This design comes from an exercise in tuning for small area and a short achievable clock period on the open sky130 flow, not from production work. At most, simulation tests tie the RTL to the original design; equivalence was not proved. Power is estimated from default activity; no workload was simulated.

==> module calculator, before the edit <==
module calculator(
	input Clock,
	input [3:0] a0, a1, a2,
	input [3:0] b0, b1, b2,
	input signA,
	input zeroA,             
	input signB,
	input zeroB,
	input sameMag,           
	input lessMag,           
	input [3:0] operator,
	output reg [3:0] s0,
	output reg [4:0] s1, s2, s3, s4,
	output reg [3:0] s5,
	output reg sign,
	output reg high0         
);
	wire isMul = (operator == 4'd13);
	wire load = (operator[3:2] == 2'b11) && (operator[1:0] != 2'b00);
	wire negA = signA & ~zeroA;
	wire negB = signB & ~zeroB;
	wire effB = negB ^ (operator[1:0] == 2'b10);
	wire diff = ~isMul & (negA ^ effB);      
	wire swap = diff & lessMag;               
	wire invB = diff & ~lessMag;              
	wire [3:0] bb0 = isMul ? b0 : {swap, 2'b00, 1'b1};
	wire [3:0] bb1 = isMul ? b1 : {swap, 2'b00, swap};
	wire [3:0] bb2 = isMul ? b2 : {swap, 2'b00, swap};
	wire [3:0] e0 = isMul ? 4'd0 : invB ? 4'd9 - b0 : b0;
	wire [3:0] e1 = isMul ? 4'd0 : invB ? 4'd9 - b1 : b1;
	wire [3:0] e2 = isMul ? 4'd0 : invB ? 4'd9 - b2 : b2;
	wire [6:0] c0;
	wire [7:0] c1, c2, c3;
	wire [6:0] c4;
	columns u_col (a0, a1, a2, bb0, bb1, bb2, e0, e1, e2, invB, c0, c1, c2, c3, c4);
	wire [1:0] h0, h1, h2, h3, h4;
	wire [3:0] t0, t1, t2, t3, t4;
	wire [3:0] o0, o1, o2, o3, o4;
	colDigits u_d0 ({1'b0, c0}, h0, t0, o0);
	colDigits u_d1 (c1, h1, t1, o1);
	colDigits u_d2 (c2, h2, t2, o2);
	colDigits u_d3 (c3, h3, t3, o3);
	colDigits u_d4 ({1'b0, c4}, h4, t4, o4);
	wire [4:0] n1 = o1 + t0;
	wire [4:0] n2 = o2 + t1 + h0;
	wire [4:0] n3 = o3 + t2 + h1;
	wire [4:0] n4 = o4 + t3 + h2;
	wire [3:0] n5 = t4 + h3;
	wire nextSign = isMul ? (negA ^ negB) :
	                diff ? (swap ? effB : (negA & ~sameMag)) : negA;
	always @(posedge Clock)
		if (load) begin
			s0 <= o0;
			s1 <= n1;
			s2 <= n2;
			s3 <= n3;
			s4 <= n4;
			s5 <= n5;
			sign <= nextSign;
			high0 <= diff;
		end
endmodule
==> flow/config.mk <==
export PLATFORM = sky130hd
export DESIGN_NAME = calc_core
export DESIGN_NICKNAME = calc_core
export VERILOG_FILES = /design/flow/design.v
export SDC_FILE = /design/flow/constraint.sdc
export NUM_CORES = 4
export LEC_CHECK = 0
export ABC_AREA = 1
export CAP_MARGIN = 20
export CORE_MARGIN = 2
export CORE_UTILIZATION = 60
export SLEW_MARGIN = 20
==> flow/constraint.sdc <==
create_clock -name core_clock -period 20.0 [get_ports {clk}]
set_input_delay 4.0000 -clock core_clock [delete_from_list [all_inputs] [get_ports {clk}]]
set_output_delay 4.0000 -clock core_clock [all_outputs]
set_load 0.01 [all_outputs]
standard.sh (not shown) runs the stock make flow with config.mk's settings and CLKGATE_MAP_FILE= SYNTH_SCRIPT=/design/flow/synth_recipe.tcl, a recipe that flattens the netlist after the stock synthesis.
==> flow/flow/run.sh <==
#!/bin/bash
# Own layout flow: the standard ORFS flow (standard.sh), with synthesis
# mapping logic with flow/abc_area.script and without adder cells, and the
# extra make variables listed one per line in flow/make_args.txt.
set -euo pipefail
WORK=$(pwd)
rm -rf "$WORK/scripts_own"
cp -r "$FLOW_HOME/scripts" "$WORK/scripts_own"
cp "$WORK/flow/abc_area.script" "$WORK/scripts_own/abc_area.script"
ARGS=()
if [ -f "$WORK/flow/make_args.txt" ]; then
  while IFS= read -r line; do
    [ -n "$line" ] && ARGS+=("$line")
  done < "$WORK/flow/make_args.txt"
fi
bash standard.sh finish ABC_AREA=1 ADDER_MAP_FILE= SCRIPTS_DIR="$WORK/scripts_own" "${ARGS[@]}" > "$WORK/flow_make.log" 2>&1
==> flow/flow/abc_area.script <==
strash
dch
map -B 0.9
topo
stime -c
buffer -c
upsize -c
dnsize -c
==> flow/flow/make_args.txt <==
BUFFER_PORTS_ARGS=-buffer_cell sky130_fd_sc_hd__buf_2
==> next run, changes <==
--- a/flow/design.v
+++ b/flow/design.v
@@ -99,15 +99,15 @@
 	output reg [4:0] s1, s2, s3, s4,
 	output reg [3:0] s5,
 	output reg sign,
 	output reg high0         
 );
-	wire isMul = (operator == 4'd13);
 	wire load = (operator[3:2] == 2'b11) && (operator[1:0] != 2'b00);
+	wire isMul = operator[0] & ~operator[1];
 	wire negA = signA & ~zeroA;
 	wire negB = signB & ~zeroB;
-	wire effB = negB ^ (operator[1:0] == 2'b10);
+	wire effB = negB ^ (operator[1] & ~operator[0]);
 	wire diff = ~isMul & (negA ^ effB);      
 	wire swap = diff & lessMag;               
 	wire invB = diff & ~lessMag;              
 	wire [3:0] bb0 = isMul ? b0 : {swap, 2'b00, 1'b1};
 	wire [3:0] bb1 = isMul ? b1 : {swap, 2'b00, swap};
Outcome:
- core utilization fell by 1.1 points
- worst setup slack gains 0.11 ns
- sequential power rose by about 10%
- global-route usage fell by 0.78 points
- die area fell by 1.9%
- clock power fell by 11%
- total power rose by 11%
- hold slack loses 0.025 ns
- count of clock-buffer cells in the layout fell by 1
- flip-flop and latch count stays the same
- design area fell by 2.6%
For the second run of this note, only the layout was checked, not whether the RTL still works.

---

Setup of run 3:
calc_core, a different RTL version from the one above (not shown whole).
Size: roughly 2000 cells after synthesis, roughly 37 flip-flops.
==> module seg7, before the edit <==
module seg7 (
	input [3:0] number,
	output reg [6:0] hex
);
	always @(*)
		case (number)
			4'd0: hex = 7'b1000000;
			4'd1: hex = 7'b1111001;
			4'd2: hex = 7'b0100100;
			4'd3: hex = 7'b0110000;
			4'd4: hex = 7'b0011001;
			4'd5: hex = 7'b0010010;
			4'd6: hex = 7'b0000010;
			4'd7: hex = 7'b1111000;
			4'd8: hex = 7'b0000000;
			4'd9: hex = 7'b0011000;
			default: hex = 7'b1111111;
		endcase
endmodule
==> flow/config.mk <==
export PLATFORM = sky130hd
export DESIGN_NAME = calc_core
export DESIGN_NICKNAME = calc_core
export VERILOG_FILES = /design/flow/design.v
export SDC_FILE = /design/flow/constraint.sdc
export NUM_CORES = 4
export LEC_CHECK = 0
export ABC_AREA = 1
export CAP_MARGIN = 20
export CORE_MARGIN = 2
export CORE_UTILIZATION = 60
export SLEW_MARGIN = 20
==> flow/constraint.sdc <==
create_clock -name core_clock -period 20.0 [get_ports {clk}]
set_input_delay 4.0000 -clock core_clock [delete_from_list [all_inputs] [get_ports {clk}]]
set_output_delay 4.0000 -clock core_clock [all_outputs]
set_load 0.01 [all_outputs]
Scripts as last shown in full above: flow/flow/run.sh, flow/flow/abc_area.script, flow/flow/make_args.txt
Input-level comparison between run 5 and run 3:
-- flow/design.v --
<<< run 3, line 106
module seg7 (
	input [3:0] number,
	output reg [6:0] hex
);
	always @(*)
		case (number)
			4'd0: hex = 7'b1000000;
			4'd1: hex = 7'b1111001;
			4'd2: hex = 7'b0100100;
			4'd3: hex = 7'b0110000;
			4'd4: hex = 7'b0011001;
			4'd5: hex = 7'b0010010;
			4'd6: hex = 7'b0000010;
			4'd7: hex = 7'b1111000;
			4'd8: hex = 7'b0000000;
			4'd9: hex = 7'b0011000;
			default: hex = 7'b1111111;
		endcase
endmodule
module calculator(
>>> run 5, line 106
module seg7 (
	input [3:0] number,
	output [6:0] hex
);
	assign hex = (number == 4'd0) ? 7'b1000000 :
	             (number == 4'd1) ? 7'b1111001 :
	             (number == 4'd2) ? 7'b0100100 :
	             (number == 4'd3) ? 7'b0110000 :
	             (number == 4'd4) ? 7'b0011001 :
	             (number == 4'd5) ? 7'b0010010 :
	             (number == 4'd6) ? 7'b0000010 :
	             (number == 4'd7) ? 7'b1111000 :
	             (number == 4'd8) ? 7'b0000000 :
	             (number == 4'd9) ? 7'b0011000 : 7'b1111111;
endmodule
module calculator(
Findings:
Compared with run 3, in run 5 global-route usage now sits at about the same level, portion of the clock cycle consumed by the worst path in the final layout now sits at about the same level, minimum clock period fell by 0.0060 ns, power share of the combinational group rose 0.4 points. Looking at final hold slack, run 5 sits 3.60 ns higher than run 3 does.

[re-timing with driven ports]
In the flow no input, the clock included, has a driving cell. The finished layouts below were timed again as built, in two steps. Step 1: set_driving_cell puts a clkbuf_16 on clk and a buf_2 on each other input, an assumption about the parent block. Step 2 also shifts input and output timing later by t, the mid clock arrival at the registers, as if the neighbouring blocks saw the same clock. Three values: no drivers, after step 1, after step 2; two values: the first two.
run	t (ns)	slack for setup (ns)	worst setup path at the end	worst slew at a driven data input, ns
the first run of note 1	0.326	10.354 / 10.369 / 10.043	input to register	0.09
the second run of note 1	0.318	10.461 / 10.478 / 10.161	input to register	0.03
run 3	0.316	10.522 / 10.526 / 10.210	input to register	0.05
run 5	0.311	10.528 / 10.540 / 10.229	input to register	0.04
After both steps every run listed still meets setup and hold. The setup slack of run 3, which loses most, moves by +0.004 ns with the drivers and by -0.312 ns with both steps.
